From an optimization exercise on the open Yosys and OpenROAD flow, aimed at small area, a short achievable clock period and few clock cycles; shortcuts taken in it are not production practice. Where RTL was checked, it was by simulation tests only, not by an equivalence proof against the original. No functional check of the RTL was part of run 1. Power is estimated from default activity; no workload was simulated.

<file path="flow/flow/run.sh">
#!/bin/bash
# Own flow: the standard layout (standard.sh, unchanged synthesis) with
#  - the ports buffered by a plain buffer cell instead of the delay cell the
#    resizer picks by default,
#  - timing repair asked to leave setup margin,
#  - a clock tree of fewer, smaller buffers without dummy loads.
# make's full output goes to standard_make.log; ORFS's per-step logs stay
# under orfs/logs.
set -uo pipefail
MARGIN=6.5
CTS="-sink_clustering_enable -repair_clock_nets -dont_use_dummy_load -sink_clustering_size 16 -sink_clustering_max_diameter 120 -buf_list sky130_fd_sc_hd__clkbuf_16"
bash standard.sh "SETUP_SLACK_MARGIN=$MARGIN" \
  "BUFFER_PORTS_ARGS=-buffer_cell sky130_fd_sc_hd__buf_2" \
  "CTS_ARGS=$CTS" \
  finish > standard_make.log 2>&1
</file>
<file path="flow/standard.sh">
#!/bin/bash
# synth_recipe.tcl (not shown) runs the flow's synth.tcl, then flattens the netlist and writes it again
# the make line also repeats each setting of config.mk as NAME=value (left out here)
make -C /OpenROAD-flow-scripts/flow DESIGN_CONFIG=/design/flow/config.mk WORK_HOME=/design/flow/orfs CLKGATE_MAP_FILE= SYNTH_SCRIPT=/design/flow/synth_recipe.tcl "${@:-finish}"
</file>
<file path="flow/config.mk">
export PLATFORM = sky130hd
export DESIGN_NAME = fewcore
export DESIGN_NICKNAME = fewcore
export VERILOG_FILES = /design/flow/design.v
export SDC_FILE = /design/flow/constraint.sdc
export NUM_CORES = 4
export LEC_CHECK = 0
export ABC_AREA = 1
export CAP_MARGIN = 20
export CORE_MARGIN = 2
export CORE_UTILIZATION = 40
export PLACE_DENSITY = 0.6
export SLEW_MARGIN = 20
</file>
<file path="flow/constraint.sdc">
create_clock -name core_clock -period 12.5 [get_ports {clk}]
set_input_delay 2.5000 -clock core_clock [delete_from_list [all_inputs] [get_ports {clk}]]
set_output_delay 2.5000 -clock core_clock [all_outputs]
set_load 0.01 [all_outputs]
</file>
<file path="flow/design.v">
module forwardingBoard(a, b, uns, lt, eq);
	input [31:0] a, b;
	input uns;
	output reg lt, eq;
	wire [31:0] x = {a[31] ^ ~uns, a[30:0]};
	wire [31:0] y = {b[31] ^ ~uns, b[30:0]};
	reg [31:0] l, e;
	integer w, i;
	always @* begin
		l = ~x & y;
		e = ~(x ^ y);
		for (w = 1; w < 32; w = w * 2)
			for (i = 0; i < 32; i = i + 2 * w) begin
				l[i] = l[i + w] | (e[i + w] & l[i]);
				e[i] = e[i + w] & e[i];
			end
		lt = l[0];
		eq = e[0];
	end
endmodule
module decoder(
	input  [31:0] inst,
	output [3:0]  rs1,
	output [3:0]  rs2,
	output [3:0]  rd,
	output [31:0] imm,
	output        uses1,      
	output        uses2,      
	output        bImm,       
	output        wr,         
	output        isLoad,
	output        isStore,
	output        isJal,
	output        isJalr,
	output        sub,        
	output        cmpUns,     
	output        rSum, rLt, rXor, rOr, rAnd, rSh, rImm, rTgt, rNpc,
	output        shLeft,
	output        cEq, cNe, cLe, cGe,
	output        ldByte, ldHalf, ldUns
);
	wire [4:0] op = inst[6:2];
	wire [2:0] f3 = inst[14:12];
	wire lui   = op == 5'b01101;
	wire auipc = op == 5'b00101;
	wire jal   = op == 5'b11011;
	wire jalr  = op == 5'b11001;
	wire br    = op == 5'b11000;
	wire ld    = op == 5'b00000;
	wire st    = op == 5'b01000;
	wire opi   = op == 5'b00100;
	wire opr   = op == 5'b01100;
	wire alu   = opi | opr;
	assign rs1 = inst[18:15];
	assign rs2 = inst[23:20];
	assign rd  = inst[10:7];
	wire [31:0] immI = {{20{inst[31]}}, inst[31:20]};
	wire [31:0] immS = {{20{inst[31]}}, inst[31:25], inst[11:7]};
	wire [31:0] immB = {{19{inst[31]}}, inst[31], inst[7], inst[30:25], inst[11:8], 1'b0};
	wire [31:0] immU = {inst[31:12], 12'b0};
	wire [31:0] immJ = {{11{inst[31]}}, inst[31], inst[19:12], inst[20], inst[30:21], 1'b0};
	assign imm = st ? immS : br ? immB : (lui | auipc) ? immU : jal ? immJ : immI;
	assign uses1   = ~(lui | auipc | jal);
	assign uses2   = opr | br | st;
	assign bImm    = opi | ld | st | jalr;
	assign wr      = alu | lui | auipc | jal | jalr | ld;
	assign isLoad  = ld;
	assign isStore = st;
	assign isJal   = jal;
	assign isJalr  = jalr;
	assign sub    = (alu & f3[2:1] == 2'b01) | (opr & f3 == 3'b000 & inst[30]);
	assign cmpUns = br ? f3[1] : f3[0];
	assign rSum  = alu & f3 == 3'b000;
	assign rLt   = alu & f3[2:1] == 2'b01;
	assign rXor  = alu & f3 == 3'b100;
	assign rOr   = alu & f3 == 3'b110;
	assign rAnd  = alu & f3 == 3'b111;
	assign rSh   = alu & f3[1:0] == 2'b01;
	assign shLeft = ~f3[2];
	assign rImm  = lui;
	assign rTgt  = auipc;
	assign rNpc  = jal | jalr;
	assign cEq = br & f3 == 3'b000;
	assign cNe = br & f3 == 3'b001;
	assign cLe = br & f3[2] & ~f3[0];
	assign cGe = br & f3[2] &  f3[0];
	assign ldByte = f3[1:0] == 2'b00;
	assign ldHalf = f3[1:0] == 2'b01;
	assign ldUns  = f3[2];
endmodule
module alu(a, b, sub, cmpUns, shLeft, sum, lt, shOut);
	input  [31:0] a, b;
	input  sub, cmpUns, shLeft;
	output [31:0] sum;
	output lt;
	output [31:0] shOut;
	wire [33:0] s = {1'b0, a, 1'b1} + {1'b0, b, sub};
	assign sum = s[32:1];
	wire b31 = b[31] ^ sub;            
	wire ltu = ~s[33];
	wire lts = (a[31] ^ b31) ? a[31] : s[32];
	assign lt = cmpUns ? ltu : lts;
	reg [31:0] ain, rout;
	integer i;
	always @* begin
		for (i = 0; i < 32; i = i + 1) ain[i] = shLeft ? a[31 - i] : a[i];
	end
	wire [31:0] r = ain >> b[4:0];
	always @* begin
		for (i = 0; i < 32; i = i + 1) rout[i] = shLeft ? r[31 - i] : r[i];
	end
	assign shOut = rout;
endmodule
module loadUnit(ldByte, ldHalf, ldUns, memData, out);
	input ldByte, ldHalf, ldUns;
	input [31:0] memData;
	output [31:0] out;
	wire s = ~ldUns & memData[31];
	assign out[31:16] = (ldByte | ldHalf) ? {16{s}} : memData[31:16];
	assign out[15:8]  = ldByte ? {8{s}} : ldHalf ? memData[31:24] : memData[15:8];
	assign out[7:0]   = ldByte ? memData[31:24] : ldHalf ? memData[23:16] : memData[7:0];
endmodule
module bancoRegistrador(clk, reset, rs1, rs2, data, rd, wEn, r1, r2);
	input clk, reset;
	input [3:0] rs1, rs2, rd;
	input wEn;                
	input [31:0] data;
	output [31:0] r1, r2;
	reg [31:0] registers [1:15];
	reg [15:1] valid;
	integer i;
	always @(posedge clk) begin
		for (i = 1; i < 16; i = i + 1)
			if (wEn && rd == i) registers[i] <= data;
	end
	always @(posedge clk) begin
		if (reset) valid <= 15'b0;
		else if (wEn) valid[rd] <= 1'b1;
	end
	wire wt1 = wEn && rd == rs1;
	wire wt2 = wEn && rd == rs2;
	reg [31:0] a, b;
	always @* begin
		a = wt1 ? data : 32'b0;
		b = wt2 ? data : 32'b0;
		for (i = 1; i < 16; i = i + 1) begin
			if (rs1 == i && valid[i] && !(wEn && rd == i)) a = a | registers[i];
			if (rs2 == i && valid[i] && !(wEn && rd == i)) b = b | registers[i];
		end
	end
	assign r1 = a;
	assign r2 = b;
endmodule
module fewcore (clk, reset, imem_addr, imem_rdata, dmem_addr, dmem_wdata, dmem_we, dmem_rdata);
	input clk, reset;
	output [31:0] imem_addr;
	input  [31:0] imem_rdata;
	output [31:0] dmem_addr;
	output [31:0] dmem_wdata;
	output dmem_we;
	input  [31:0] dmem_rdata;
	reg  [31:0] pcF;           
	reg         fv;            
	reg         again;         
	reg         start;         
	reg  [31:0] aX, oX;        
	reg  [31:0] zX;            
	reg         vX, jmpX, ltX, eqX, cEqX, cNeX, cLeX, cGeX;
	wire [31:0] sum;           
	wire [31:0] pcF4 = {pcF[31:2] + 30'd1, pcF[1:0]};
	wire        takeX = jmpX | (cEqX & eqX) | (cNeX & ~eqX) | (cLeX & (ltX | eqX)) | (cGeX & ~ltX);
	wire        redir = vX & takeX;
	wire        dHaz;
	wire        refetch = fv & dHaz & ~redir;
	assign imem_addr = redir ? {sum[31:1], 1'b0} : start ? 32'b0 : again ? pcF : pcF4;
	always @(posedge clk) begin
		pcF <= refetch ? pcF : imem_addr;
		if (reset) begin
			fv    <= 1'b0;
			again <= 1'b0;
			start <= 1'b1;
		end else begin
			fv    <= ~refetch;
			again <= refetch;
			start <= 1'b0;
		end
	end
	wire [3:0]  dRs1, dRs2, dRd;
	wire [31:0] dImm;
	wire dUses1, dUses2, dBImm, dWr, dLoad, dStore, dJal, dJalr, dSub, dCmpUns;
	wire dRSum, dRLt, dRXor, dROr, dRAnd, dRSh, dRImm, dRTgt, dRNpc, dShLeft;
	wire dCEq, dCNe, dCLe, dCGe, dLdByte, dLdHalf, dLdUns;
	decoder dec(
		.inst(imem_rdata), .rs1(dRs1), .rs2(dRs2), .rd(dRd), .imm(dImm),
		.uses1(dUses1), .uses2(dUses2), .bImm(dBImm), .wr(dWr),
		.isLoad(dLoad), .isStore(dStore), .isJal(dJal), .isJalr(dJalr),
		.sub(dSub), .cmpUns(dCmpUns),
		.rSum(dRSum), .rLt(dRLt), .rXor(dRXor), .rOr(dROr), .rAnd(dRAnd),
		.rSh(dRSh), .rImm(dRImm), .rTgt(dRTgt), .rNpc(dRNpc), .shLeft(dShLeft),
		.cEq(dCEq), .cNe(dCNe), .cLe(dCLe), .cGe(dCGe),
		.ldByte(dLdByte), .ldHalf(dLdHalf), .ldUns(dLdUns)
	);
	wire dBr = dCEq | dCNe | dCLe | dCGe;
	reg  [3:0]  rdW;
	reg         wW, ldW, ldByteW, ldHalfW, ldUnsW;
	reg  [31:0] resW;
	wire [31:0] ldData, wbData;
	loadUnit lu(.ldByte(ldByteW), .ldHalf(ldHalfW), .ldUns(ldUnsW), .memData(dmem_rdata), .out(ldData));
	assign wbData = ldW ? ldData : resW;
	wire [31:0] rf1, rf2;
	bancoRegistrador rf(
		.clk(clk), .reset(reset), .rs1(dRs1), .rs2(dRs2),
		.data(wbData), .rd(rdW), .wEn(wW), .r1(rf1), .r2(rf2)
	);
	reg  [3:0]  rdX;
	reg         wrX, ldX;      
	wire [31:0] res;           
	wire m1 = dRs1 == rdX && wrX;
	wire m2 = dRs2 == rdX && wrX;
	assign dHaz = ldX & ((dUses1 & m1) | (dUses2 & m2));
	wire [31:0] dA = m1 ? res : rf1;
	wire [31:0] dB = m2 ? res : rf2;
	wire dLt, dEq;
	forwardingBoard bcmp(.a(dA), .b(dB), .uns(imem_rdata[13]), .lt(dLt), .eq(dEq));
	reg  stV, subX, cmpUnsX, shLeftX;
	reg  rSumX, rLtX, rXorX, rOrX, rAndX, rShX, rXX, rNpcX;
	reg  ldByteX, ldHalfX, ldUnsX;
	always @(posedge clk) begin
		aX   <= (dRTgt | dJal | dBr) ? pcF : dA;
		oX   <= ((dBImm | dRTgt | dJal | dBr | dRImm) ? dImm : dB) ^ {32{dSub}};
		zX   <= dB;
		rdX  <= dRd;
		subX <= dSub;  cmpUnsX <= dCmpUns;  shLeftX <= dShLeft;
		rSumX <= dRSum | dRTgt; rLtX <= dRLt; rXorX <= dRXor; rOrX <= dROr; rAndX <= dRAnd;
		rShX <= dRSh; rXX <= dRImm; rNpcX <= dRNpc;
		ldByteX <= dLdByte; ldHalfX <= dLdHalf; ldUnsX <= dLdUns;
		jmpX <= dJal | dJalr;
		ltX  <= dLt;  eqX <= dEq;
		cEqX <= dCEq; cNeX <= dCNe; cLeX <= dCLe; cGeX <= dCGe;
		if (reset) begin
			vX <= 1'b0; wrX <= 1'b0; ldX <= 1'b0; stV <= 1'b0;
		end else begin
			stV  <= fv & ~redir & ~dHaz & dStore;
			vX   <= fv & ~redir & ~dHaz;
			wrX  <= fv & ~redir & ~dHaz & dWr & (dRd != 4'd0);
			ldX  <= fv & ~redir & ~dHaz & dLoad;
		end
	end
	wire [31:0] shOut;
	wire lt;
	alu alu_m(.a(aX), .b(oX), .sub(subX), .cmpUns(cmpUnsX), .shLeft(shLeftX),
	          .sum(sum), .lt(lt), .shOut(shOut));
	assign res = ({32{rSumX}} & sum) | {31'b0, rLtX & lt} |
	             ({32{rXorX}} & (aX ^ oX)) | ({32{rOrX}} & (aX | oX)) |
	             ({32{rAndX}} & (aX & oX)) | ({32{rShX}} & shOut) |
	             ({32{rXX}} & oX) | ({32{rNpcX}} & pcF);
	assign dmem_addr  = sum;
	assign dmem_wdata = zX;
	assign dmem_we    = stV & ~reset;
	always @(posedge clk) begin
		resW <= res;
		rdW  <= rdX;
		ldByteW <= ldByteX; ldHalfW <= ldHalfX; ldUnsW <= ldUnsX;
		if (reset) begin
			wW  <= 1'b0;
			ldW <= 1'b0;
		end else begin
			wW  <= vX & wrX;
			ldW <= ldX;
		end
	end
endmodule
</file>
==> results.yml, run 1 <==
timing:
  fmax_mhz: 163.1
  max-slew-margin-rel_pct: 18.19
  slew_viol_final: 0
  final_min_period_over_clock_period_pct: 49.04
  setup-violations-final: 0
  fin_tns_setup_ns: 0
  rsz_0062_raised_after_global_routing: "true"
  final_critical_path_setup_slack_ns: 6.369
  final.setup_skew_ns: 0.09007
  tightest_slew_ns: 1.227
  hold_viol: 0
  post-route-min-period_ns: 6.131
routing:
  drt.antenna.violating_nets: 0
  drt_drc_violations_left: 0
  wire_per_inst_um: 29.74
  first_pass_iters: 8
  route.vias.total: 36247
  wirelength_um: 175800
  drt_iter0_markers: 5870
  detail_routed_via_count_per_cell: 6.132
power:
  design_power_total_mw: 4.514
  p_comb_share_pct: 10.3
  power.switching_fraction_pct: 26.40
  power.internal_mw: 3.322
  cellPowerDensity_mw_per_mm2: 106.8
  vdd_ir_drop_max_uv: 122.1
  seq_power_share_pct: 55.5
  power.static_leakage_nw: 17.44
  clockPowerShare_pct: 34.3
  p_switching_mw: 1.192
critical_path:
  crit_path_max_fanout: 20
  worstSetupStartpointType: "input pin"
  cp-end-kind: "register"
  cp.arrival_ns: 6.66
  critical_path_class: "input pin to register"
  worst_ep_required_time_ns: 13.03
global_route:
  first_global_vias: 33236
  grt_use_total_pct: 34.57
  grt.overflow.total: 0
  largest_net_degree_at_the_start_of_global_routing: 65
  grt_pass1_wl_um: 242500
  grt_antenna_before_repair: 8
run:
  max_cap_violations: 0
die:
  floorplan.initialDensity_pct: 40.37
  chipHeight_um: 313.7
  die-width_um: 313.7
  die-area_mm2: 0.09839
  fp-row-count: 113
  io_pins: 163
  floorplan.core_area_mm2: 0.09501
clocking:
  clk_pin_slew_ns: 0.08
  clk_latency_ns: 0.68
  cts_max_level: 2
  ctsLongestPathBuffers: 3
  cts_buffers: 51
  cts_sinks: 695
  cts_tree: "done"
  clock_tree.root_cell: "sky130_fd_sc_hd__clkbuf_16"
place:
  detailed_place_hpwl_um: 119500
  globalplace.congestion: 0.9921
  place_ws_ns: 5.236
  port_buffers: 160
cells_and_area:
  area.growth.synth_to_final_pct: 10.19
  final_layout_size_suffix_gt1_share_pct: 10.03
  count_of_nets_after_finishing: 4822
logic_synthesis:
  synth.largest_area_cell: "sky130_fd_sc_hd__edfxtp_1"
  synth_adder_area_share_pct: 3.608
  synthSimpleGateAreaFrac_pct: 23.03
  mappedNetlistArea_mm2: 0.03836
  synthesis.area_per_instance_um2: 8.479
  syn_nets: 4700
  synth_seq_cells: 695
  synth-xor-area-share_pct: 1.230
  yosysWarnings: 5
  largest_family_of_logic_cells_by_synthesized_area: "simple AND/OR/NAND/NOR gates"
  yosysSeqAreaShare_pct: 49.63
  top_cell_types_by_occurrence_after_synthesis: "sky130_fd_sc_hd__nand2_1 (1155), sky130_fd_sc_hd__inv_1 (567), sky130_fd_sc_hd__edfxtp_1 (512), sky130_fd_sc_hd__nand3_1 (437), sky130_fd_sc_hd__nor2_1 (191)"
  most_repeated_cell_in_the_gate_level_netlist_after_synthesis: "sky130_fd_sc_hd__nand2_1"
  async_reset_ff_share_pct: 0
  postSynth.topFlopCell: "sky130_fd_sc_hd__edfxtp_1"
  synthCells: 4524
  synth_edf_count: 512
  synth_compound_area_share_pct: 14.23
  synth.area.top_cells: "sky130_fd_sc_hd__edfxtp_1 (40%), sky130_fd_sc_hd__nand2_1 (11%), sky130_fd_sc_hd__dfxtp_1 (9.6%)"
  synth_top_area_share_pct: 40.08
  post_synthesis_mux_area_share_pct: 0.02610
  yosys.cell_types.count: 69
run_status:
  run_status: "no timing/DRC/antenna violations"
worst_hold_path:
  worstHoldPathType: "register to register"
sequential cells by signal, summed over array words and instances (netlist names), 15 cells and up:
| register | flops |
|---|---|
| oX | 32 |
| resW | 32 |
| pcF | 32 |
| aX | 32 |
| zX | 32 |
| rf.registers | 480 |
| rf.valid | 15 |
worst max-delay path, cell delays in order:
cell,delay [ns]
sky130_fd_sc_hd__buf_2,0.15
sky130_fd_sc_hd__inv_1,0.10
sky130_fd_sc_hd__nand2_1,0.16
sky130_fd_sc_hd__nor3_1,0.08
sky130_fd_sc_hd__nand2_1,0.08
sky130_fd_sc_hd__buf_6,0.30
sky130_fd_sc_hd__inv_1,0.27
sky130_fd_sc_hd__buf_4,0.30
sky130_fd_sc_hd__nand2_1,0.08
sky130_fd_sc_hd__o21ai_0,0.07
sky130_fd_sc_hd__nor4_1,0.39
sky130_fd_sc_hd__o2111ai_1,0.47
sky130_fd_sc_hd__o21ai_1,0.47
sky130_fd_sc_hd__ha_1,0.35
sky130_fd_sc_hd__a21oi_1,0.14
sky130_fd_sc_hd__o21ai_0,0.09
sky130_fd_sc_hd__nand2_1,0.13
sky130_fd_sc_hd__o2111ai_1,0.21
sky130_fd_sc_hd__nand2_1,0.14
sky130_fd_sc_hd__o2111ai_1,0.11
per-stage QoR:
step	area, um^2	instances	util [%]	hold slack (ns)
after floorplan	38360	4524	-	0.3096
after global placement	40470	5835	42.60	0.3165
after detailed placement	40470	5835	42.60	0.3164
after CTS	41940	5896	44.14	0.3317
after global routing	42260	5909	44.48	0.3437
final	42270	5911	44.49	0.3290
area by class of cell:
cell class	count	area (um^2)
diodes	2	5.005
inverters	610	2357
well taps	1265	1583
fillers	9389	52740
clock buffers	51	1276
multi-input cells	3027	16330
repair buffers	261	1668
flip-flops and latches	695	19050
cells in the final DEF, fill, tap and decap left out, drive strengths merged, types with 18 or more instances in the layout:
master,instances
a211oi,33
a21oi,168
a221oi,86
a22oi,18
buf,260
clkbuf,52
dfxtp,183
edfxtp,512
ha,109
inv,594
nand2,1174
nand3,447
nand4,65
nor2,204
nor3,58
nor4,33
o2111ai,29
o211ai,40
o21ai,214
o221ai,47
o22ai,161
xor2,42
cell families after synthesis:
logic type,count (synthesis)
fa+ha+maj,110
flops,695
simple gates,2017
compound gates,846
xor+xnor,53
buf+inv,802
mux,1
repair_timing:
action / CTS / global route
gates resized for setup: 28 / 64
pin swaps: 0 / 2
endpoints found under the setup margin: 40 / 27
cloned: 0 / 1
hold buffers: 0 / 0
buffers inserted: 10 / 11
power by group through the flow:
| stage | clock, mW | sequential (mW) | combinational, mW |
|---|---|---|---|
| after floorplan | 0 | 2.54 | 0.277 |
| after global placement | 0 | 2.55 | 0.442 |
| after detailed placement | 0 | 2.55 | 0.443 |
| after CTS | 1.55 | 2.50 | 0.446 |
| after global routing | 1.62 | 2.51 | 0.498 |
| final | 1.55 | 2.50 | 0.464 |
per-layer routing:
layer	part of all wire, %	GRT usage (%)	routed length [um]
met5	0.015	0	27
met3	12	8.286	20790
met2	43	52.54	75350
met1	37	43.65	65350
met4	8.1	23.47	14270
path summary, 6_finish.rpt:
| kind | cells after the start | startpoint | endpoint | slack, ns |
|---|---|---|---|---|
| worst max-delay path | 20 | imem_rdata[17] | ltX | 6.37 |
| worst max register to register | 18 | ldHalfW | ltX | 7.16 |
| worst min register to register | 0 | ldByteX | ldByteW | 0.33 |
| worst min-delay path | 0 | ldByteX | ldByteW | 0.33 |
==> inputs of run 2 (changes only) <==
--- a/flow/design.v
+++ b/flow/design.v
@@ -2,5 +2,5 @@
 	input [31:0] a, b;
 	input uns;
-	output reg lt, eq;
+	output reg [3:0] lt, eq;
 	wire [31:0] x = {a[31] ^ ~uns, a[30:0]};
 	wire [31:0] y = {b[31] ^ ~uns, b[30:0]};
@@ -10,11 +10,13 @@
 		l = ~x & y;
 		e = ~(x ^ y);
-		for (w = 1; w < 32; w = w * 2)
+		for (w = 1; w < 8; w = w * 2)
 			for (i = 0; i < 32; i = i + 2 * w) begin
 				l[i] = l[i + w] | (e[i + w] & l[i]);
 				e[i] = e[i + w] & e[i];
 			end
-		lt = l[0];
-		eq = e[0];
+		for (i = 0; i < 4; i = i + 1) begin
+			lt[i] = l[8 * i];
+			eq[i] = e[8 * i];
+		end
 	end
 endmodule
@@ -121,6 +123,6 @@
 	assign out[7:0]   = ldByte ? memData[31:24] : ldHalf ? memData[23:16] : memData[7:0];
 endmodule
-module bancoRegistrador(clk, reset, rs1, rs2, data, rd, wEn, r1, r2);
-	input clk, reset;
+module bancoRegistrador(clk, clear, rs1, rs2, data, rd, wEn, r1, r2);
+	input clk, clear;
 	input [3:0] rs1, rs2, rd;
 	input wEn;                
@@ -135,5 +137,5 @@
 	end
 	always @(posedge clk) begin
-		if (reset) valid <= 15'b0;
+		if (clear) valid <= 15'b0;
 		else if (wEn) valid[rd] <= 1'b1;
 	end
@@ -166,8 +168,11 @@
 	reg  [31:0] aX, oX;        
 	reg  [31:0] zX;            
-	reg         vX, jmpX, ltX, eqX, cEqX, cNeX, cLeX, cGeX;
+	reg         vX, jmpX, cEqX, cNeX, cLeX, cGeX;
+	reg  [3:0]  ltX, eqX;       
 	wire [31:0] sum;           
 	wire [31:0] pcF4 = {pcF[31:2] + 30'd1, pcF[1:0]};
-	wire        takeX = jmpX | (cEqX & eqX) | (cNeX & ~eqX) | (cLeX & (ltX | eqX)) | (cGeX & ~ltX);
+	wire        bLt = ltX[3] | eqX[3] & (ltX[2] | eqX[2] & (ltX[1] | eqX[1] & ltX[0]));
+	wire        bEq = &eqX;
+	wire        takeX = jmpX | (cEqX & bEq) | (cNeX & ~bEq) | (cLeX & (bLt | bEq)) | (cGeX & ~bLt);
 	wire        redir = vX & takeX;
 	wire        dHaz;
@@ -210,5 +215,5 @@
 	wire [31:0] rf1, rf2;
 	bancoRegistrador rf(
-		.clk(clk), .reset(reset), .rs1(dRs1), .rs2(dRs2),
+		.clk(clk), .clear(start), .rs1(dRs1), .rs2(dRs2),
 		.data(wbData), .rd(rdW), .wEn(wW), .r1(rf1), .r2(rf2)
 	);
@@ -221,5 +226,5 @@
 	wire [31:0] dA = m1 ? res : rf1;
 	wire [31:0] dB = m2 ? res : rf2;
-	wire dLt, dEq;
+	wire [3:0] dLt, dEq;
 	forwardingBoard bcmp(.a(dA), .b(dB), .uns(imem_rdata[13]), .lt(dLt), .eq(dEq));
 	reg  stV, subX, cmpUnsX, shLeftX;
--- a/flow/flow/run.sh
+++ b/flow/flow/run.sh
@@ -8,6 +8,6 @@
 # under orfs/logs.
 set -uo pipefail
-MARGIN=6.5
-CTS="-sink_clustering_enable -repair_clock_nets -dont_use_dummy_load -sink_clustering_size 16 -sink_clustering_max_diameter 120 -buf_list sky130_fd_sc_hd__clkbuf_16"
+MARGIN=7
+CTS="-sink_clustering_enable -repair_clock_nets -dont_use_dummy_load -sink_clustering_size 20 -sink_clustering_max_diameter 130 -buf_list sky130_fd_sc_hd__clkbuf_16"
 bash standard.sh "SETUP_SLACK_MARGIN=$MARGIN" \
   "BUFFER_PORTS_ARGS=-buffer_cell sky130_fd_sc_hd__buf_2" \
--- a/flow/config.mk
+++ b/flow/config.mk
@@ -12,2 +12,3 @@
 export PLACE_DENSITY = 0.6
 export SLEW_MARGIN = 20
+export TNS_END_PERCENT = 0
==> run 2 against run 1 <==
Maximum frequency grew 8.5%. Area after synthesis rose by 0.22%. Critical endpoint is now ltX[0]. Sequential cell count grew 6. Global-route usage is 1.3 points higher. Largest power group unchanged. Cell area rose by 3.8%. Power is 1.3% lower. Hold slack better by 0.020 ns. Largest cell class unchanged. Still clean. Combinational power up 19%. Setup slack improved by 0.48 ns.
==> results.yml, run 2 <==
logic_synthesis:
  yosysSeqAreaShare_pct: 49.84
  synthSimpleGateAreaFrac_pct: 23.64
  synthCells: 4550
  synth-xor-area-share_pct: 1.185
  most_repeated_cell_in_the_gate_level_netlist_after_synthesis: "sky130_fd_sc_hd__nand2_1"
  synth.largest_area_cell: "sky130_fd_sc_hd__edfxtp_1"
  synthesis.area_per_instance_um2: 8.449
  synth_compound_area_share_pct: 13.81
  synth_top_area_share_pct: 39.99
  mappedNetlistArea_mm2: 0.03844
  async_reset_ff_share_pct: 0
  post_synthesis_mux_area_share_pct: 0
  postSynth.topFlopCell: "sky130_fd_sc_hd__edfxtp_1"
  syn_nets: 4727
  synth_seq_cells: 701
  synth.area.top_cells: "sky130_fd_sc_hd__edfxtp_1 (40%), sky130_fd_sc_hd__nand2_1 (11%), sky130_fd_sc_hd__dfxtp_1 (9.8%)"
  yosysWarnings: 5
  top_cell_types_by_occurrence_after_synthesis: "sky130_fd_sc_hd__nand2_1 (1174), sky130_fd_sc_hd__inv_1 (530), sky130_fd_sc_hd__edfxtp_1 (512), sky130_fd_sc_hd__nand3_1 (458), sky130_fd_sc_hd__nor2_1 (190)"
  synth_adder_area_share_pct: 3.632
  yosys.cell_types.count: 64
  largest_family_of_logic_cells_by_synthesized_area: "simple AND/OR/NAND/NOR gates"
  synth_edf_count: 512
run:
  max_cap_violations: 0
clocking:
  clock_tree.root_cell: "sky130_fd_sc_hd__clkbuf_16"
  ctsLongestPathBuffers: 3
  clk_pin_slew_ns: 0.10
  cts_max_level: 2
  cts_buffers: 41
  cts_sinks: 701
  cts_tree: "done"
  clk_latency_ns: 0.64
  ctsHoldBuffers: 0
critical_path:
  cp-end-kind: "register"
  crit_path_max_fanout: 24
  cp.arrival_ns: 6.13
  timing.reg2reg.setup_slack_ns: 6.92
  critical_path_class: "input pin to register"
  worst_ep_required_time_ns: 12.98
  worstSetupStartpointType: "input pin"
power:
  clockPowerShare_pct: 30.9
  power.static_leakage_nw: 18.10
  cellPowerDensity_mw_per_mm2: 101.6
  vdd_ir_drop_max_uv: 74.62
  seq_power_share_pct: 56.7
  power.switching_fraction_pct: 26.94
  power.internal_mw: 3.256
  p_switching_mw: 1.200
  p_comb_share_pct: 12.3
routing:
  wirelength_um: 182600
  drt.antenna.violating_nets: 0
  first_pass_iters: 8
  drt_iter0_markers: 6281
  detail_routed_via_count_per_cell: 6.237
  drt_drc_violations_left: 0
  wire_per_inst_um: 30.43
  route.vias.total: 37414
timing:
  fin_tns_setup_ns: 0
  final_critical_path_setup_slack_ns: 6.852
  tightest_slew_ns: 1.202
  final_min_period_over_clock_period_pct: 45.19
  hold_ws_ns: 0.3491
  setup-violations-final: 0
  rsz_0062_raised_after_global_routing: "true"
  final.setup_skew_ns: 0.05050
  fmax_mhz: 177.0
  max-slew-margin-rel_pct: 19.79
  post-route-min-period_ns: 5.648
  slew_viol_final: 0
  hold_viol: 0
cells_and_area:
  multi_input_combinational_cell_area_mm2: 0.01727
  final_layout_size_suffix_gt1_share_pct: 14.21
  most-common-layout-cells: "sky130_fd_sc_hd__nand2_1 (1142), sky130_fd_sc_hd__edfxtp_1 (512), sky130_fd_sc_hd__inv_1 (507)"
  area.growth.synth_to_final_pct: 14.13
  final-instance-count-excl-fill: 5999
  count_of_nets_after_finishing: 4909
  fill_cells: 9235
  layout.cell_area.non_filler_mm2: 0.04387
  flip_flop_count_of_the_largest_register_all_copies_and_words_added: 480
  mostFrequentLayoutCell: "sky130_fd_sc_hd__nand2_1"
  area.sequential_mm2: 0.01922
  registers.top_by_ff_count: "rf.registers"
global_route:
  largest_net_degree_at_the_start_of_global_routing: 66
  grt_antenna_before_repair: 12
  grt.met1_usage_pct: 44.96
  globalRoute.busiestLayer: "met2"
  met3_usage_pct: 10.78
  grt_use_total_pct: 35.84
  grt_pass1_wl_um: 250700
  first_global_vias: 34390
  grt.met2_usage_pct: 53.57
  grt.overflow.total: 0
die:
  chipHeight_um: 314.0
  die-width_um: 314.0
  die-area_mm2: 0.09860
  io_pins: 163
  floorplan.initialDensity_pct: 40.40
  fp-row-count: 113
  floorplan.core_area_mm2: 0.09515
place:
  detailed_place_hpwl_um: 121200
  placed_cells: 5859
  place_ws_ns: 5.101
  post_dp_cell_area_mm2: 0.04058
  port_buffers: 160
  globalplace.congestion: 1.067
run_status:
  run_status: "no timing/DRC/antenna violations"
worst_hold_path:
  worstHoldPathType: "register to register"
==> run 2: logic make-up (layout without fill, tap and decap cells) <==
logic type                 count (synthesis)  count (layout)
DFF                                      701             701
buffers and inverters                    774             954
xor gates and xnor gates                  52              52
and+or+nand+nor                         2084            2084
adders and majority gates                111             111
AOI/OAI and AO/OA                        828             828
other                                      0               4
==> run 2: worst paths after layout <==
check                       from  endpoint  cells after the start
setup / recovery  imem_rdata[21]    ltX[0]                     16
hold / removal            ldUnsX    ldUnsW                      0
setup reg to reg         ldHalfW    ltX[2]                     14
hold reg to reg           ldUnsX    ldUnsW                      0
==> run 2: area by class of cell <==
| class | count | share of cell area [%] |
|---|---|---|
| inverter | 582 | 5.227 |
| multi-input combinational | 3075 | 39.36 |
| timing repair buffer | 331 | 5.644 |
| tap | 1265 | 3.607 |
| antenna | 4 | 0.02281 |
| sequential | 701 | 43.80 |
| clock buffer | 41 | 2.338 |
==> run 2: repair_timing <==
| item | 4_1_cts | 5_1_grt |
|---|---|---|
| pin swaps | 24 | 53 |
| gates resized for setup | 215 | 137 |
| endpoints found under the setup margin | 76 | 53 |
| setup buffers | 37 | 50 |
| gates cloned | 7 | 1 |
| hold endpoints to repair | 0 | 0 |
==> run 2: critical path, stage by stage <==
cell and delay (ns):
sky130_fd_sc_hd__buf_2 0.27, sky130_fd_sc_hd__inv_1 0.19, sky130_fd_sc_hd__o22ai_1 0.18, sky130_fd_sc_hd__inv_1 0.06, sky130_fd_sc_hd__nand2_1 0.11, sky130_fd_sc_hd__buf_4 0.49, sky130_fd_sc_hd__clkinv_4 0.34, sky130_fd_sc_hd__a21oi_1 0.27
sky130_fd_sc_hd__nand4_1 0.23, sky130_fd_sc_hd__nand2_1 0.18, sky130_fd_sc_hd__nand2_1 0.20, sky130_fd_sc_hd__ha_1 0.37, sky130_fd_sc_hd__a21oi_1 0.13, sky130_fd_sc_hd__nor2_1 0.05, sky130_fd_sc_hd__a211oi_1 0.36, sky130_fd_sc_hd__o221ai_1 0.17
==> run 2: per-stage QoR <==
step / util, % / power, mW
global route: 46.10 / 4.556
global placement: 42.64 / 3.021
CTS: 45.13 / 4.407
detailed placement: 42.64 / 3.023
floorplan: - / 2.837
finish: 46.11 / 4.456
==> run 2: power by group through the flow <==
stage               Clock, mW  Combinational (mW)  Sequential (mW)
finish                   1.38               0.550             2.53
CTS                      1.38               0.505             2.53
global placement            0               0.443             2.58
global route             1.45               0.579             2.53
floorplan                   0               0.276             2.56
detailed placement          0               0.445             2.58
==> run 2: routing by layer <==
layer,up-vias,wire length [um]
li1,16125,-
met3,676,25550
met2,2881,76070
met5,-,58
met4,10,15240
met1,17722,65640
Testbench counts of run 2, summed over its fixed seeds: cycles 63,270.
==> inputs of run 3 (changes only) <==
--- a/flow/flow/run.sh
+++ b/flow/flow/run.sh
@@ -8,5 +8,5 @@
 # under orfs/logs.
 set -uo pipefail
-MARGIN=7
+MARGIN=7.5
 CTS="-sink_clustering_enable -repair_clock_nets -dont_use_dummy_load -sink_clustering_size 20 -sink_clustering_max_diameter 130 -buf_list sky130_fd_sc_hd__clkbuf_16"
 bash standard.sh "SETUP_SLACK_MARGIN=$MARGIN" \
==> run 3 against run 2 <==
Highest routed layer unchanged. Sequential power is essentially flat. Sequential cell count did not move. Combinational power decreased by 0.7%. Final cell count is 0.20% lower. Critical path type unchanged. Synthesized cell count is the same. Largest power group unchanged. Non-clock buffer count is 13 lower. Routed wire length fell by 0.73%. Clock power about the same. Maximum frequency fell by 0.79%. Still clean on timing, DRC and antenna. Via count shrank 0.45%. Global-route usage decreased by 0.16 points.
==> results.yml, run 3 <==
global_route:
  largest_net_degree_at_the_start_of_global_routing: 66
  grt_antenna_before_repair: 10
  grt_use_total_pct: 35.68
  grt.overflow.total: 0
  first_global_vias: 34149
  grt_pass1_wl_um: 249600
power:
  power.static_leakage_nw: 17.93
  cellPowerDensity_mw_per_mm2: 102.3
  vdd_ir_drop_max_uv: 88.77
timing:
  final.setup_skew_ns: 0.06598
  max-slew-margin-rel_pct: 21.30
  hold_viol: 0
  rsz_0062_raised_after_global_routing: "true"
  slew_viol_final: 0
  setup-violations-final: 0
  fmax_mhz: 175.6
  final_min_period_over_clock_period_pct: 45.55
  hold_ws_ns: 0.3361
  post-route-min-period_ns: 5.693
  fin_tns_setup_ns: 0
  tightest_slew_ns: 1.180
place:
  globalplace.congestion: 1.054
  port_buffers: 160
  post_dp_cell_area_mm2: 0.04059
  detailed_place_hpwl_um: 120100
  placed_cells: 5860
critical_path:
  regToRegStartpoint: "shLeftX"
  crit_cells: 18
  crit_chain: "buf_2, inv_1, nand2_1, nor3_1, nand2_1, clkbuf_8, clkinvlp_4, buf_4, buf_4, a221oi_1, nand4_1, nand2_1, inv_1, ha_1, a21oi_1, nor2_1, a211oi_1, o221ai_1"
  r2r.worst_path.cells: 17
  cp-endpoint: "ltX[0]"
  worst_ep_required_time_ns: 13.01
  cp.arrival_ns: 6.21
  critical_path.n_buffers_inverters: 7
  crit_path_max_fanout: 20
  r2r_end: "ltX[1]"
  critPathTopFamily: "buffers and inverters"
  critical_path_start: "imem_rdata[21]"
  critical-path-max-stage-delay_ns: 0.36
  path_common_cell: "sky130_fd_sc_hd__nand2_1"
  critical_path_class: "input pin to register"
  worstSetupStartpointType: "input pin"
  timing.reg2reg.setup_slack_ns: 7.65
  cp-end-kind: "register"
  slowest_stage: "sky130_fd_sc_hd__nand4_1"
logic_synthesis:
  syn_nets: 4727
  synth.area.top_cells: "sky130_fd_sc_hd__edfxtp_1 (40%), sky130_fd_sc_hd__nand2_1 (11%), sky130_fd_sc_hd__dfxtp_1 (9.8%)"
  synth_top_area_share_pct: 39.99
  mappedNetlistArea_mm2: 0.03844
  postSynth.topFlopCell: "sky130_fd_sc_hd__edfxtp_1"
  synthCells: 4550
  yosys.cell_types.count: 64
  most_repeated_cell_in_the_gate_level_netlist_after_synthesis: "sky130_fd_sc_hd__nand2_1"
  top_cell_types_by_occurrence_after_synthesis: "sky130_fd_sc_hd__nand2_1 (1174), sky130_fd_sc_hd__inv_1 (530), sky130_fd_sc_hd__edfxtp_1 (512), sky130_fd_sc_hd__nand3_1 (458), sky130_fd_sc_hd__nor2_1 (190)"
  yosysWarnings: 5
  synth.largest_area_cell: "sky130_fd_sc_hd__edfxtp_1"
  async_reset_ff_share_pct: 0
  synthesis.area_per_instance_um2: 8.449
  synth_seq_cells: 701
  yosysSeqAreaShare_pct: 49.84
  synth_edf_count: 512
clocking:
  clk_latency_ns: 0.65
  ctsHoldBuffers: 0
  cts_max_level: 2
  cts_buffers: 41
  clk_pin_slew_ns: 0.09
  cts_tree: "done"
  clock_tree.root_cell: "sky130_fd_sc_hd__clkbuf_16"
  cts_sinks: 701
  ctsLongestPathBuffers: 3
die:
  die-width_um: 314.0
  io_pins: 163
  floorplan.initialDensity_pct: 40.40
  fp-row-count: 113
  die-area_mm2: 0.09860
  chipHeight_um: 314.0
  floorplan.core_area_mm2: 0.09515
cells_and_area:
  final_core_utilization_pct: 45.75
  count_of_nets_after_finishing: 4896
  flip_flop_count_of_the_largest_register_all_copies_and_words_added: 480
  final-instance-count-excl-fill: 5987
  area.growth.synth_to_final_pct: 13.25
  area.sequential_mm2: 0.01922
  final_layout_size_suffix_gt1_share_pct: 13.38
  most-common-layout-cells: "sky130_fd_sc_hd__nand2_1 (1151), sky130_fd_sc_hd__edfxtp_1 (512), sky130_fd_sc_hd__inv_1 (507)"
  fill_cells: 9245
  mostFrequentLayoutCell: "sky130_fd_sc_hd__nand2_1"
  registers.top_by_ff_count: "rf.registers"
  multi_input_combinational_cell_area_mm2: 0.01706
  layout.cell_area.non_filler_mm2: 0.04354
routing:
  wire_per_inst_um: 30.27
  drt_iter0_markers: 6139
  route.vias.total: 37247
  drt.antenna.violating_nets: 0
  drt_drc_violations_left: 0
  first_pass_iters: 9
  detail_routed_via_count_per_cell: 6.221
  wirelength_um: 181200
run:
  max_cap_violations: 0
worst_hold_path:
  worstHoldPathType: "register to register"
run_status:
  run_status: "no timing/DRC/antenna violations"
run 3: worst register-to-register path: stages, from the launching register on:
cell                       delay (ns)
sky130_fd_sc_hd__dfxtp_2         0.32
sky130_fd_sc_hd__buf_4           0.54
sky130_fd_sc_hd__inv_2           0.49
sky130_fd_sc_hd__buf_4           0.40
sky130_fd_sc_hd__nand2_1         0.16
sky130_fd_sc_hd__nand3_1         0.11
sky130_fd_sc_hd__nand3_1         0.10
sky130_fd_sc_hd__nand2_1         0.08
sky130_fd_sc_hd__o21ai_1         0.33
sky130_fd_sc_hd__nand2_1         0.09
sky130_fd_sc_hd__nand3_1         0.10
sky130_fd_sc_hd__nand3_1         0.07
sky130_fd_sc_hd__nand2_1         0.15
sky130_fd_sc_hd__nand3_1         0.26
sky130_fd_sc_hd__o21ai_0         0.75
sky130_fd_sc_hd__ha_1            0.39
sky130_fd_sc_hd__nand4_1         0.22
sky130_fd_sc_hd__o221ai_1        0.16
run 3: report_power, final:
part	switching [mW]	internal, mW
Clock	0.800	0.585
Sequential	0.0287	2.50
Combinational	0.373	0.173
Total	1.20	3.25
run 3: metal layers:
layer | track usage (%) | part of all wire [%] | up-vias | wire, um
li1 | - | - | 16091 | -
met1 | 44.85 | 36 | 17579 | 65310
met2 | 52.73 | 42 | 2906 | 75340
met3 | 10.59 | 14 | 663 | 25200
met4 | 24.70 | 8.4 | 8 | 15310
met5 | 0 | 0.029 | - | 53
run 3: cells by family (layout without fill, tap and decap cells):
logic type | Yosys count | in the layout | share of synthesized area, %
and+or+nand+nor | 2084 | 2084 | 23.64
AOI/OAI and AO/OA | 828 | 828 | 13.81
buffers and inverters | 774 | 941 | 7.893
DFF | 701 | 701 | 49.84
adders and majority gates | 111 | 111 | 3.632
xor gates and xnor gates | 52 | 52 | 1.185
other | 0 | 5 | 0
run 3: what timing repair did:
action / in CTS / in global routing
buffers inserted: 54 / 19
pin swaps: 28 / 24
resized for setup: 226 / 69
endpoints found under the setup margin: 158 / 81
gates cloned: 8 / 0
run 3: area by class of cell:
class,instances,share of cell area [%]
Sequential cell,701,44.16
Timing Repair Buffer,318,5.429
Clock buffer,41,2.357
Antenna cell,5,0.02874
Inverter,582,5.213
Tap cell,1265,3.636
Multi-Input combinational cell,3075,39.18
run 3: how the worst min path moves through the flow:
| stage | to | cells past startpoint | slack [ns] | startpoint |
|---|---|---|---|---|
| 3_5_place_dp | ldUnsW | 0 | 0.32 | ldUnsX |
| 3_3_place_gp | ldHalfW | 0 | 0.31 | ldHalfX |
| 2_1_floorplan | ldByteW | 0 | 0.31 | ldByteX |
| 4_1_cts | ldHalfW | 0 | 0.34 | ldHalfX |
| 6_report | ldHalfW | 0 | 0.34 | ldHalfX |
| 5_1_grt | ldUnsW | 0 | 0.35 | ldUnsX |
run 3: through the flow:
stage | power, mW | setup slack [ns]
6_report | 4.455 | 6.807
3_3_place_gp | 3.020 | 5.289
5_1_grt | 4.546 | 6.819
4_1_cts | 4.414 | 6.989
2_1_floorplan | 2.837 | 7.416
3_5_place_dp | 3.021 | 5.254
==> inputs of run 4 (changes only) <==
--- a/flow/flow/run.sh
+++ b/flow/flow/run.sh
@@ -11,5 +11,5 @@
 CTS="-sink_clustering_enable -repair_clock_nets -dont_use_dummy_load -sink_clustering_size 20 -sink_clustering_max_diameter 130 -buf_list sky130_fd_sc_hd__clkbuf_16"
 bash standard.sh "SETUP_SLACK_MARGIN=$MARGIN" \
-  "BUFFER_PORTS_ARGS=-buffer_cell sky130_fd_sc_hd__buf_2" \
+  "BUFFER_PORTS_ARGS=-buffer_cell sky130_fd_sc_hd__buf_1" \
   "CTS_ARGS=$CTS" \
   finish > standard_make.log 2>&1
--- a/flow/config.mk
+++ b/flow/config.mk
@@ -7,8 +7,8 @@
 export LEC_CHECK = 0
 export ABC_AREA = 1
-export CAP_MARGIN = 20
+export CAP_MARGIN = 5
 export CORE_MARGIN = 2
 export CORE_UTILIZATION = 40
 export PLACE_DENSITY = 0.6
-export SLEW_MARGIN = 20
+export SLEW_MARGIN = 5
 export TNS_END_PERCENT = 0
==> run 4 against run 3 <==
Still clean on timing, DRC and antenna. Hold slack improved by 0.010 ns. Clock power about the same. Global-route usage increased by 0.57 points. Largest power group unchanged. Highest routed layer unchanged.
==> results.yml, run 4 <==
logic_synthesis:
  yosysSeqAreaShare_pct: 49.84
  syn_nets: 4727
  postSynth.topFlopCell: "sky130_fd_sc_hd__edfxtp_1"
  synth.largest_area_cell: "sky130_fd_sc_hd__edfxtp_1"
  synth.area.top_cells: "sky130_fd_sc_hd__edfxtp_1 (40%), sky130_fd_sc_hd__nand2_1 (11%), sky130_fd_sc_hd__dfxtp_1 (9.8%)"
  top_cell_types_by_occurrence_after_synthesis: "sky130_fd_sc_hd__nand2_1 (1174), sky130_fd_sc_hd__inv_1 (530), sky130_fd_sc_hd__edfxtp_1 (512), sky130_fd_sc_hd__nand3_1 (458), sky130_fd_sc_hd__nor2_1 (190)"
  synth_top_area_share_pct: 39.99
  synthesis.area_per_instance_um2: 8.449
  synth_edf_count: 512
  mappedNetlistArea_mm2: 0.03844
  synthCells: 4550
  yosys.cell_types.count: 64
  most_repeated_cell_in_the_gate_level_netlist_after_synthesis: "sky130_fd_sc_hd__nand2_1"
  yosysWarnings: 5
  async_reset_ff_share_pct: 0
  synth_seq_cells: 701
timing:
  rsz_0062_raised_after_global_routing: "true"
  max-slew-margin-rel_pct: 17.06
  setup-violations-final: 0
  tightest_slew_ns: 1.236
  final.setup_skew_ns: 0.1034
  slew_viol_final: 0
  fmax_mhz: 175.6
  hold_viol: 0
  fin_tns_setup_ns: 0
  final_min_period_over_clock_period_pct: 45.57
  hold_ws_ns: 0.3461
  post-route-min-period_ns: 5.696
global_route:
  grt_antenna_before_repair: 13
  grt_pass1_wl_um: 252300
  largest_net_degree_at_the_start_of_global_routing: 66
  grt_use_total_pct: 36.25
  grt.overflow.total: 0
  first_global_vias: 33925
run_status:
  run_status: "no timing/DRC/antenna violations"
clocking:
  cts_max_level: 2
  ctsHoldBuffers: 0
  cts_sinks: 701
  ctsLongestPathBuffers: 3
  cts_buffers: 42
  cts_tree: "done"
  clock_tree.root_cell: "sky130_fd_sc_hd__clkbuf_16"
  clk_latency_ns: 0.66
  clk_pin_slew_ns: 0.09
die:
  floorplan.initialDensity_pct: 40.40
  floorplan.core_area_mm2: 0.09515
  fp-row-count: 113
  die-width_um: 314.0
  io_pins: 163
  chipHeight_um: 314.0
  die-area_mm2: 0.09860
place:
  globalplace.congestion: 1.058
  port_buffers: 160
  post_dp_cell_area_mm2: 0.04040
  detailed_place_hpwl_um: 121500
routing:
  wire_per_inst_um: 30.83
  detail_routed_via_count_per_cell: 6.239
  first_pass_iters: 8
  drt_drc_violations_left: 0
  drt.antenna.violating_nets: 0
  wirelength_um: 184500
  drt_iter0_markers: 6158
  route.vias.total: 37335
worst_hold_path:
  worstHoldPathType: "register to register"
critical_path:
  worstSetupStartpointType: "input pin"
  worst_ep_required_time_ns: 12.96
  cp.arrival_ns: 6.16
  cp-end-kind: "register"
  critical_path_class: "input pin to register"
  crit_path_max_fanout: 20
cells_and_area:
  count_of_nets_after_finishing: 4893
  final_layout_size_suffix_gt1_share_pct: 10.56
  flip_flop_count_of_the_largest_register_all_copies_and_words_added: 480
  layout.cell_area.non_filler_mm2: 0.04343
  area.growth.synth_to_final_pct: 12.99
  registers.top_by_ff_count: "rf.registers"
  most-common-layout-cells: "sky130_fd_sc_hd__nand2_1 (1150), sky130_fd_sc_hd__edfxtp_1 (512), sky130_fd_sc_hd__inv_1 (505)"
  mostFrequentLayoutCell: "sky130_fd_sc_hd__nand2_1"
run:
  max_cap_violations: 0
power:
  vdd_ir_drop_max_uv: 92.65
  power.static_leakage_nw: 17.38
  cellPowerDensity_mw_per_mm2: 102.6
[run 4: layout make-up]
cell class	count	area [um^2]
diodes	5	12.51
clock buffers	42	1051
fillers	9310	51720
inverters	582	2296
multi-input cells	3075	17120
flip-flops and latches	701	19220
well taps	1265	1583
repair buffers	313	2140
repair inverters	1	8.758
[run 4: through the flow]
step	std cells	worst slack [ns]	util, %	power (mW)
floorplan	4550	7.416	-	2.837
global placement	5861	5.478	42.46	3.019
detailed placement	5861	5.450	42.46	3.021
CTS	5961	6.982	45.24	4.427
global route	5979	6.848	45.63	4.550
finish	5984	6.804	45.65	4.455
[run 4: power by group]
group	switching (mW)	leakage (nW)	total, mW	internal [mW]
combinational	0.378	10.5	0.540	0.162
clock	0.794	0.518	1.39	0.598
sequential	0.0280	6.35	2.52	2.50
[run 4: cell families (layout without fill, tap and decap cells)]
kind of cell / after synthesis / after routing / share of synthesized area, %
AOI/OAI and AO/OA: 828 / 828 / 13.81
xor gates and xnor gates: 52 / 52 / 1.185
adders and majority gates: 111 / 111 / 3.632
buffers and inverters: 774 / 938 / 7.893
DFF: 701 / 701 / 49.84
other: 0 / 5 / 0
and+or+nand+nor: 2084 / 2084 / 23.64
[run 4: critical path, cell delays in order]
cell and delay (ns):
sky130_fd_sc_hd__buf_2 0.30, sky130_fd_sc_hd__inv_1 0.16, sky130_fd_sc_hd__nand2_1 0.15, sky130_fd_sc_hd__nor3_1 0.06
sky130_fd_sc_hd__nand2_1 0.06, sky130_fd_sc_hd__buf_4 0.30, sky130_fd_sc_hd__inv_2 0.11, sky130_fd_sc_hd__buf_4 0.30
sky130_fd_sc_hd__o2bb2ai_1 0.19, sky130_fd_sc_hd__nor2_1 0.19, sky130_fd_sc_hd__nand3_1 0.11, sky130_fd_sc_hd__o21ai_1 0.32
sky130_fd_sc_hd__nand2_1 0.27, sky130_fd_sc_hd__ha_1 0.37, sky130_fd_sc_hd__a21oi_1 0.16, sky130_fd_sc_hd__nor2_1 0.07
sky130_fd_sc_hd__a211oi_2 0.34, sky130_fd_sc_hd__o211ai_1 0.12
[run 4: metal layers]
layer	vias to the layer above	global-route usage [%]	share of wire [%]	wire, um
li1	16099	-	-	-
met4	10	25.29	8.3	15290
met2	2827	53.97	42	78060
met1	17734	45.07	36	66820
met3	665	10.87	13	24280
met5	-	0	0.038	70
[run 4: path summary, 6_finish.rpt]
kind | from | to | slack [ns] | depth (start not counted)
hold / removal | ldUnsX | ldUnsW | 0.35 | 0
setup reg to reg | shLeftX | ltX[1] | 7.88 | 17
setup / recovery | imem_rdata[23] | ltX[2] | 6.80 | 18
hold reg to reg | ldUnsX | ldUnsW | 0.35 | 0
[run 4: what timing repair did]
action,4_1_cts,5_1_grt
gates resized for setup,259,74
gates cloned,8,0
endpoints found under the setup margin,150,82
pin swaps,25,25
endpoints found under the hold margin,0,0
setup buffers,50,18
==> inputs of run 5 (changes only) <==
--- a/flow/design.v
+++ b/flow/design.v
@@ -130,13 +130,9 @@
 	output [31:0] r1, r2;
 	reg [31:0] registers [1:15];
-	reg [15:1] valid;
+	wire [31:0] wdata = data & {32{~clear}};
 	integer i;
 	always @(posedge clk) begin
 		for (i = 1; i < 16; i = i + 1)
-			if (wEn && rd == i) registers[i] <= data;
-	end
-	always @(posedge clk) begin
-		if (clear) valid <= 15'b0;
-		else if (wEn) valid[rd] <= 1'b1;
+			if (clear || (wEn && rd == i)) registers[i] <= wdata;
 	end
 	wire wt1 = wEn && rd == rs1;
@@ -147,6 +143,6 @@
 		b = wt2 ? data : 32'b0;
 		for (i = 1; i < 16; i = i + 1) begin
-			if (rs1 == i && valid[i] && !(wEn && rd == i)) a = a | registers[i];
-			if (rs2 == i && valid[i] && !(wEn && rd == i)) b = b | registers[i];
+			if (rs1 == i && !(wEn && rd == i)) a = a | registers[i];
+			if (rs2 == i && !(wEn && rd == i)) b = b | registers[i];
 		end
 	end
--- a/flow/config.mk
+++ b/flow/config.mk
@@ -10,4 +10,5 @@
 export CORE_MARGIN = 2
 export CORE_UTILIZATION = 40
+export GPL_ROUTABILITY_DRIVEN = 0
 export PLACE_DENSITY = 0.6
 export SLEW_MARGIN = 5
==> run 5 against run 4 <==
The layout now fails its checks (max-capacitance violations, max-slew violations). Register-to-register slack improved by 0.20 ns. First-iteration DRC count rose by 7.2%. Cell area fell by 0.77%. Non-clock buffer count rose by 44. Hold slack got worse by 0.0081 ns. Synthesized cell count fell by 3.2%. Critical endpoint is now imem_addr[26]. Highest routed layer unchanged.
==> results.yml, run 5 <==
run_status:
  run_status: "finished with violations"
  check-failures: "max-capacitance violations, max-slew violations"
die:
  chipHeight_um: 310.3
  die-width_um: 310.3
  fp-row-count: 112
  io_pins: 163
  floorplan.core_area_mm2: 0.09319
  floorplan.initialDensity_pct: 40.26
  die-area_mm2: 0.09626
timing:
  fmax_mhz: 173.0
  fin_tns_setup_ns: 0
  slew_viol_final: 3
  setup-violations-final: 0
  max-slew-margin-rel_pct: -3.038
  tightest_slew_ns: 1.507
  post-route-min-period_ns: 5.782
  hold_ws_ns: 0.3381
  final.setup_skew_ns: 0.06833
  final_min_period_over_clock_period_pct: 46.25
  hold_viol: 0
  rsz_0062_raised_after_global_routing: "true"
  final_critical_path_setup_slack_ns: 6.718
critical_path:
  worst_ep_required_time_ns: 10.00
  cp.arrival_ns: 3.28
  cp-end-kind: "output pin"
  critical_path_class: "register to output pin"
  worstSetupStartpointType: "register"
  crit_path_max_fanout: 5
cells_and_area:
  area.growth.synth_to_final_pct: 14.87
  count_of_nets_after_finishing: 4776
  most-common-layout-cells: "sky130_fd_sc_hd__nand2_1 (1067), sky130_fd_sc_hd__edfxtp_1 (512), sky130_fd_sc_hd__inv_1 (472)"
  layout.cell_area.non_filler_mm2: 0.04310
  final_layout_size_suffix_gt1_share_pct: 13.08
  fill_cells: 8994
  mostFrequentLayoutCell: "sky130_fd_sc_hd__nand2_1"
  flip_flop_count_of_the_largest_register_all_copies_and_words_added: 480
  registers.top_by_ff_count: "rf.registers"
routing:
  drt.antenna.violating_nets: 0
  wirelength_um: 173500
  wire_per_inst_um: 29.57
  drt_iter0_markers: 6600
  drt_drc_violations_left: 0
  first_pass_iters: 9
  detail_routed_via_count_per_cell: 6.313
  route.vias.total: 37046
global_route:
  grt.overflow.total: 0
  globalRoute.busiestLayer: "met2"
  largest_net_degree_at_the_start_of_global_routing: 66
  grt_antenna_before_repair: 11
  grt_use_total_pct: 34.50
  met3_usage_pct: 11.97
  first_global_vias: 33017
  grt.met2_usage_pct: 50.94
  grt_pass1_wl_um: 236400
  grt.met1_usage_pct: 43.20
clocking:
  cts_max_level: 2
  clk_pin_slew_ns: 0.09
  cts_sinks: 686
  cts_buffers: 40
  ctsLongestPathBuffers: 3
  ctsHoldBuffers: 0
  clk_latency_ns: 0.65
  clock_tree.root_cell: "sky130_fd_sc_hd__clkbuf_16"
  cts_tree: "done"
logic_synthesis:
  synth.area.top_cells: "sky130_fd_sc_hd__edfxtp_1 (41%), sky130_fd_sc_hd__nand2_1 (11%), sky130_fd_sc_hd__dfxtp_1 (9.3%)"
  synthCells: 4406
  syn_nets: 4570
  synth_top_area_share_pct: 40.98
  synth.largest_area_cell: "sky130_fd_sc_hd__edfxtp_1"
  postSynth.topFlopCell: "sky130_fd_sc_hd__edfxtp_1"
  async_reset_ff_share_pct: 0
  top_cell_types_by_occurrence_after_synthesis: "sky130_fd_sc_hd__nand2_1 (1124), sky130_fd_sc_hd__edfxtp_1 (512), sky130_fd_sc_hd__inv_1 (490), sky130_fd_sc_hd__nand3_1 (424), sky130_fd_sc_hd__nor2_1 (271)"
  synth_edf_count: 512
  yosysSeqAreaShare_pct: 50.27
  most_repeated_cell_in_the_gate_level_netlist_after_synthesis: "sky130_fd_sc_hd__nand2_1"
  synthesis.area_per_instance_um2: 8.515
  synth_seq_cells: 686
  yosysWarnings: 5
  mappedNetlistArea_mm2: 0.03752
  yosys.cell_types.count: 61
power:
  seq_power_share_pct: 47.3
  p_comb_share_pct: 29.4
  vdd_ir_drop_max_uv: 101.6
  power.static_leakage_nw: 17.16
  cellPowerDensity_mw_per_mm2: 133.5
  p_switching_mw: 2.047
  power.switching_fraction_pct: 35.59
  clockPowerShare_pct: 23.3
  power.internal_mw: 3.705
run:
  max_cap_violations: 1
worst_hold_path:
  worstHoldPathType: "register to register"
place:
  place_ws_ns: 5.657
  detailed_place_hpwl_um: 113100
  post_dp_cell_area_mm2: 0.03937
  port_buffers: 160
-- run 5: final cells by class --
type / count / area [um^2] / share of cell area (%)
diodes: 4 / 10.01 / 0.02323
clock buffers: 40 / 1001 / 2.323
inverters: 526 / 2064 / 4.790
multi-input cells: 3000 / 17020 / 39.48
flip-flops and latches: 686 / 18910 / 43.87
well taps: 1254 / 1569 / 3.641
repair buffers: 357 / 2524 / 5.856
repair inverters: 1 / 7.507 / 0.01742
-- run 5: worst max-delay path: stages, from the launching register on --
cell,delay [ns]
sky130_fd_sc_hd__dfxtp_1,0.42
sky130_fd_sc_hd__inv_1,0.08
sky130_fd_sc_hd__ha_2,0.43
sky130_fd_sc_hd__nand2_2,0.13
sky130_fd_sc_hd__inv_1,0.07
sky130_fd_sc_hd__nand2_1,0.10
sky130_fd_sc_hd__inv_1,0.43
sky130_fd_sc_hd__a21oi_2,0.15
sky130_fd_sc_hd__nor2_2,0.22
sky130_fd_sc_hd__nor2_1,0.09
sky130_fd_sc_hd__nand3b_1,0.12
sky130_fd_sc_hd__nand2_2,0.08
sky130_fd_sc_hd__o22ai_2,0.20
sky130_fd_sc_hd__buf_2,0.16
-- run 5: stage by stage --
stage | cells | power, mW | util [%]
5_1_grt | 5864 | 5.921 | 46.24
4_1_cts | 5777 | 5.468 | 44.38
2_1_floorplan | 4406 | 3.554 | -
3_5_place_dp | 5697 | 4.097 | 42.25
6_report | 5868 | 5.752 | 46.25
3_3_place_gp | 5697 | 4.086 | 42.25
-- run 5: repair_timing --
item / CTS / global route
setup buffers: 36 / 81
setup endpoints to repair: 139 / 160
pin swaps: 16 / 45
gates cloned: 4 / 6
resized for setup: 167 / 254
-- run 5: routing by layer --
| layer | part of all wire (%) | routed length, um |
|---|---|---|
| met5 | 0.041 | 71 |
| met1 | 35 | 61080 |
| met4 | 7.8 | 13590 |
| met3 | 16 | 27240 |
| met2 | 41 | 71520 |
-- run 5: logic make-up after synthesis --
family,count (synthesis),share of synthesized area (%)
simple gates,2018,23.02
compound gates,831,14.48
buf+inv,720,7.697
flops,686,50.27
fa+ha+maj,98,3.288
xor+xnor,52,1.214
mux,1,0.03001
-- run 5: power groups by stage --
stage	clock (mW)	sequential [mW]	combinational, mW
4_1_cts	1.33	2.71	1.43
3_3_place_gp	0	2.75	1.33
6_report	1.34	2.72	1.69
3_5_place_dp	0	2.76	1.34
2_1_floorplan	0	2.73	0.828
5_1_grt	1.41	2.73	1.78
-- run 5: final timing paths --
| kind | startpoint | endpoint | slack (ns) | depth (start not counted) |
|---|---|---|---|---|
| max | oX[15] | imem_addr[26] | 6.72 | 13 |
| min reg2reg | ldUnsX | ldUnsW | 0.34 | 0 |
| max reg2reg | ldByteW | ltX[3] | 8.08 | 15 |
| min | ldUnsX | ldUnsW | 0.34 | 0 |
Testbench counts of run 5, summed over its fixed seeds: cycles 63,270.
==> inputs of run 6 (changes only) <==
--- a/flow/config.mk
+++ b/flow/config.mk
@@ -10,5 +10,4 @@
 export CORE_MARGIN = 2
 export CORE_UTILIZATION = 40
-export GPL_ROUTABILITY_DRIVEN = 0
 export PLACE_DENSITY = 0.6
 export SLEW_MARGIN = 5
==> run 6 against run 5 <==
The run now finishes clean. Via count decreased by 1.9%. Sequential power barely moved. Maximum frequency is 3.0% higher. Final cell count decreased by 0.60%. Global-route usage up 1.2 points. Clock skew rose by 0.014 ns. Critical endpoint is now ltX[3]. Largest cell class unchanged.
==> results.yml, run 6 <==
routing:
  drt_iter0_markers: 6027
  detail_routed_via_count_per_cell: 6.232
  route.vias.total: 36352
  drt_drc_violations_left: 0
  wirelength_um: 177400
  first_pass_iters: 7
  wire_per_inst_um: 30.41
  drt.antenna.violating_nets: 0
logic_synthesis:
  yosysWarnings: 5
  top_cell_types_by_occurrence_after_synthesis: "sky130_fd_sc_hd__nand2_1 (1124), sky130_fd_sc_hd__edfxtp_1 (512), sky130_fd_sc_hd__inv_1 (490), sky130_fd_sc_hd__nand3_1 (424), sky130_fd_sc_hd__nor2_1 (271)"
  synth.largest_area_cell: "sky130_fd_sc_hd__edfxtp_1"
  synth_seq_cells: 686
  synth.area.top_cells: "sky130_fd_sc_hd__edfxtp_1 (41%), sky130_fd_sc_hd__nand2_1 (11%), sky130_fd_sc_hd__dfxtp_1 (9.3%)"
  postSynth.topFlopCell: "sky130_fd_sc_hd__edfxtp_1"
  synthCells: 4406
  yosysSeqAreaShare_pct: 50.27
  async_reset_ff_share_pct: 0
  syn_nets: 4570
  mappedNetlistArea_mm2: 0.03752
  yosys.cell_types.count: 61
  synthesis.area_per_instance_um2: 8.515
  most_repeated_cell_in_the_gate_level_netlist_after_synthesis: "sky130_fd_sc_hd__nand2_1"
  synth_edf_count: 512
  synth_top_area_share_pct: 40.98
critical_path:
  r2r_end: "ltX[3]"
  worst_ep_required_time_ns: 13.00
  crit_path_max_fanout: 25
  r2r.worst_path.cells: 17
  critical_path_start: "imem_rdata[15]"
  cp-end-kind: "register"
  regToRegStartpoint: "shLeftX"
  worstSetupStartpointType: "input pin"
  timing.reg2reg.setup_slack_ns: 7.76
  cp.arrival_ns: 6.11
  critical_path_class: "input pin to register"
timing:
  rsz_0062_raised_after_global_routing: "true"
  setup-violations-final: 0
  final_min_period_over_clock_period_pct: 44.92
  slew_viol_final: 0
  max-slew-margin-rel_pct: 18.14
  fmax_mhz: 178.1
  hold_viol: 0
  tightest_slew_ns: 1.215
  fin_tns_setup_ns: 0
  hold_ws_ns: 0.3965
  post-route-min-period_ns: 5.616
  final.setup_skew_ns: 0.08240
place:
  globalplace.congestion: 1.039
  detailed_place_hpwl_um: 118600
  port_buffers: 160
die:
  io_pins: 163
  die-width_um: 310.3
  floorplan.core_area_mm2: 0.09319
  chipHeight_um: 310.3
  fp-row-count: 112
  die-area_mm2: 0.09626
  floorplan.initialDensity_pct: 40.26
power:
  cellPowerDensity_mw_per_mm2: 134.4
  power.static_leakage_nw: 16.96
  vdd_ir_drop_max_uv: 85.00
  design_power_total_mw: 5.744
cells_and_area:
  mostFrequentLayoutCell: "sky130_fd_sc_hd__nand2_1"
  final_layout_size_suffix_gt1_share_pct: 12.12
  area.sequential_mm2: 0.01890
  flip_flop_count_of_the_largest_register_all_copies_and_words_added: 480
  area.growth.synth_to_final_pct: 13.89
  count_of_nets_after_finishing: 4736
  most-common-layout-cells: "sky130_fd_sc_hd__nand2_1 (1067), sky130_fd_sc_hd__edfxtp_1 (512), sky130_fd_sc_hd__inv_1 (474)"
  fill_cells: 9117
  registers.top_by_ff_count: "rf.registers"
  multi_input_combinational_cell_area_mm2: 0.01696
clocking:
  cts_sinks: 686
  cts_max_level: 2
  cts_buffers: 41
  cts_tree: "done"
  clk_latency_ns: 0.67
  ctsHoldBuffers: 0
  clk_pin_slew_ns: 0.09
  clock_tree.root_cell: "sky130_fd_sc_hd__clkbuf_16"
  ctsLongestPathBuffers: 3
global_route:
  grt.overflow.total: 0
  first_global_vias: 33074
  grt_pass1_wl_um: 242600
  grt_antenna_before_repair: 9
  grt_use_total_pct: 35.71
  largest_net_degree_at_the_start_of_global_routing: 66
worst_hold_path:
  timing.hold.worst_endpoint: "rdW[3]"
  min_from: "rdX[3]"
  worstHoldPathType: "register to register"
  hold-path-cell-count: 0
run_status:
  run_status: "no timing/DRC/antenna violations"
run:
  max_cap_violations: 0
## run 6: power by group
| part | internal, mW | switching (mW) | leakage, nW | total (mW) |
|---|---|---|---|---|
| clock | 0.584 | 0.777 | 0.505 | 1.36 |
| combinational | 0.505 | 1.15 | 9.66 | 1.66 |
| sequential | 2.61 | 0.114 | 6.79 | 2.72 |
## run 6: area by class of cell
class / instances / area share (%)
sequential: 686 / 44.24
timing repair buffer: 316 / 5.116
inverter: 526 / 4.814
clock buffer: 41 / 2.401
antenna: 9 / 0.05271
timing repair inverter: 1 / 0.01757
tap: 1254 / 3.672
multi-input combinational: 3000 / 39.69
## run 6: metrics by stage
step,area [um^2],setup slack (ns),utilization (%),cells
finish,42730,6.884,45.85,5833
CTS,41870,6.861,44.93,5801
global placement,39410,5.913,42.29,5702
floorplan,37520,7.416,-,4406
global route,42700,6.773,45.83,5824
detailed placement,39410,5.883,42.29,5702
## run 6: worst max-delay path by stage
| stage | end | slack [ns] |
|---|---|---|
| after floorplan | dmem_we | 7.42 |
| after global placement | ltX[1] | 5.91 |
| after detailed placement | ltX[1] | 5.88 |
| after CTS | imem_addr[30] | 6.86 |
| after global routing | imem_addr[30] | 6.77 |
| final | ltX[3] | 6.88 |
## run 6: logic make-up after synthesis
group	after synthesis	synth area share (%)
flip-flops	686	50.27
adder cells (fa/ha/maj)	98	3.288
multiplexers	1	0.03001
AO/OA/AOI/OAI	831	14.48
AND/OR/NAND/NOR	2018	23.02
XOR/XNOR	52	1.214
buffers and inverters	720	7.697
## run 6: critical path, stage by stage
cell and delay, ns:
sky130_fd_sc_hd__buf_1 0.15, sky130_fd_sc_hd__inv_1 0.22, sky130_fd_sc_hd__nand2_1 0.14, sky130_fd_sc_hd__nor2_1 0.14, sky130_fd_sc_hd__nand2_2 0.32, sky130_fd_sc_hd__inv_2 0.85, sky130_fd_sc_hd__nand2_1 0.10, sky130_fd_sc_hd__nand2_1 0.12
sky130_fd_sc_hd__nor4_1 0.06, sky130_fd_sc_hd__o211ai_1 0.26, sky130_fd_sc_hd__o21ai_0 0.49, sky130_fd_sc_hd__ha_1 0.44, sky130_fd_sc_hd__a21oi_1 0.16, sky130_fd_sc_hd__o221ai_1 0.12
## run 6: layer usage
layer  global-route usage [%]  wire (um)
met4                    26.27      15140
met5                   0.7583        114
met2                    52.58      74260
met3                    9.713      23100
met1                    44.91      64750
## run 6: what timing repair did
action | CTS | global route
endpoints found under the setup margin | 118 | 154
buffers inserted | 53 | 20
pin swaps | 23 | 38
resized for setup | 227 | 175
gates cloned | 5 | 3

Check on run 6: ideal ports give 6.884 ns setup slack; a clkbuf_16 on the clock port and buf_2 on the inputs give 6.824 ns; moving port delays by the midpoint clock arrival (0.692 ns) as well gives 6.237 ns.
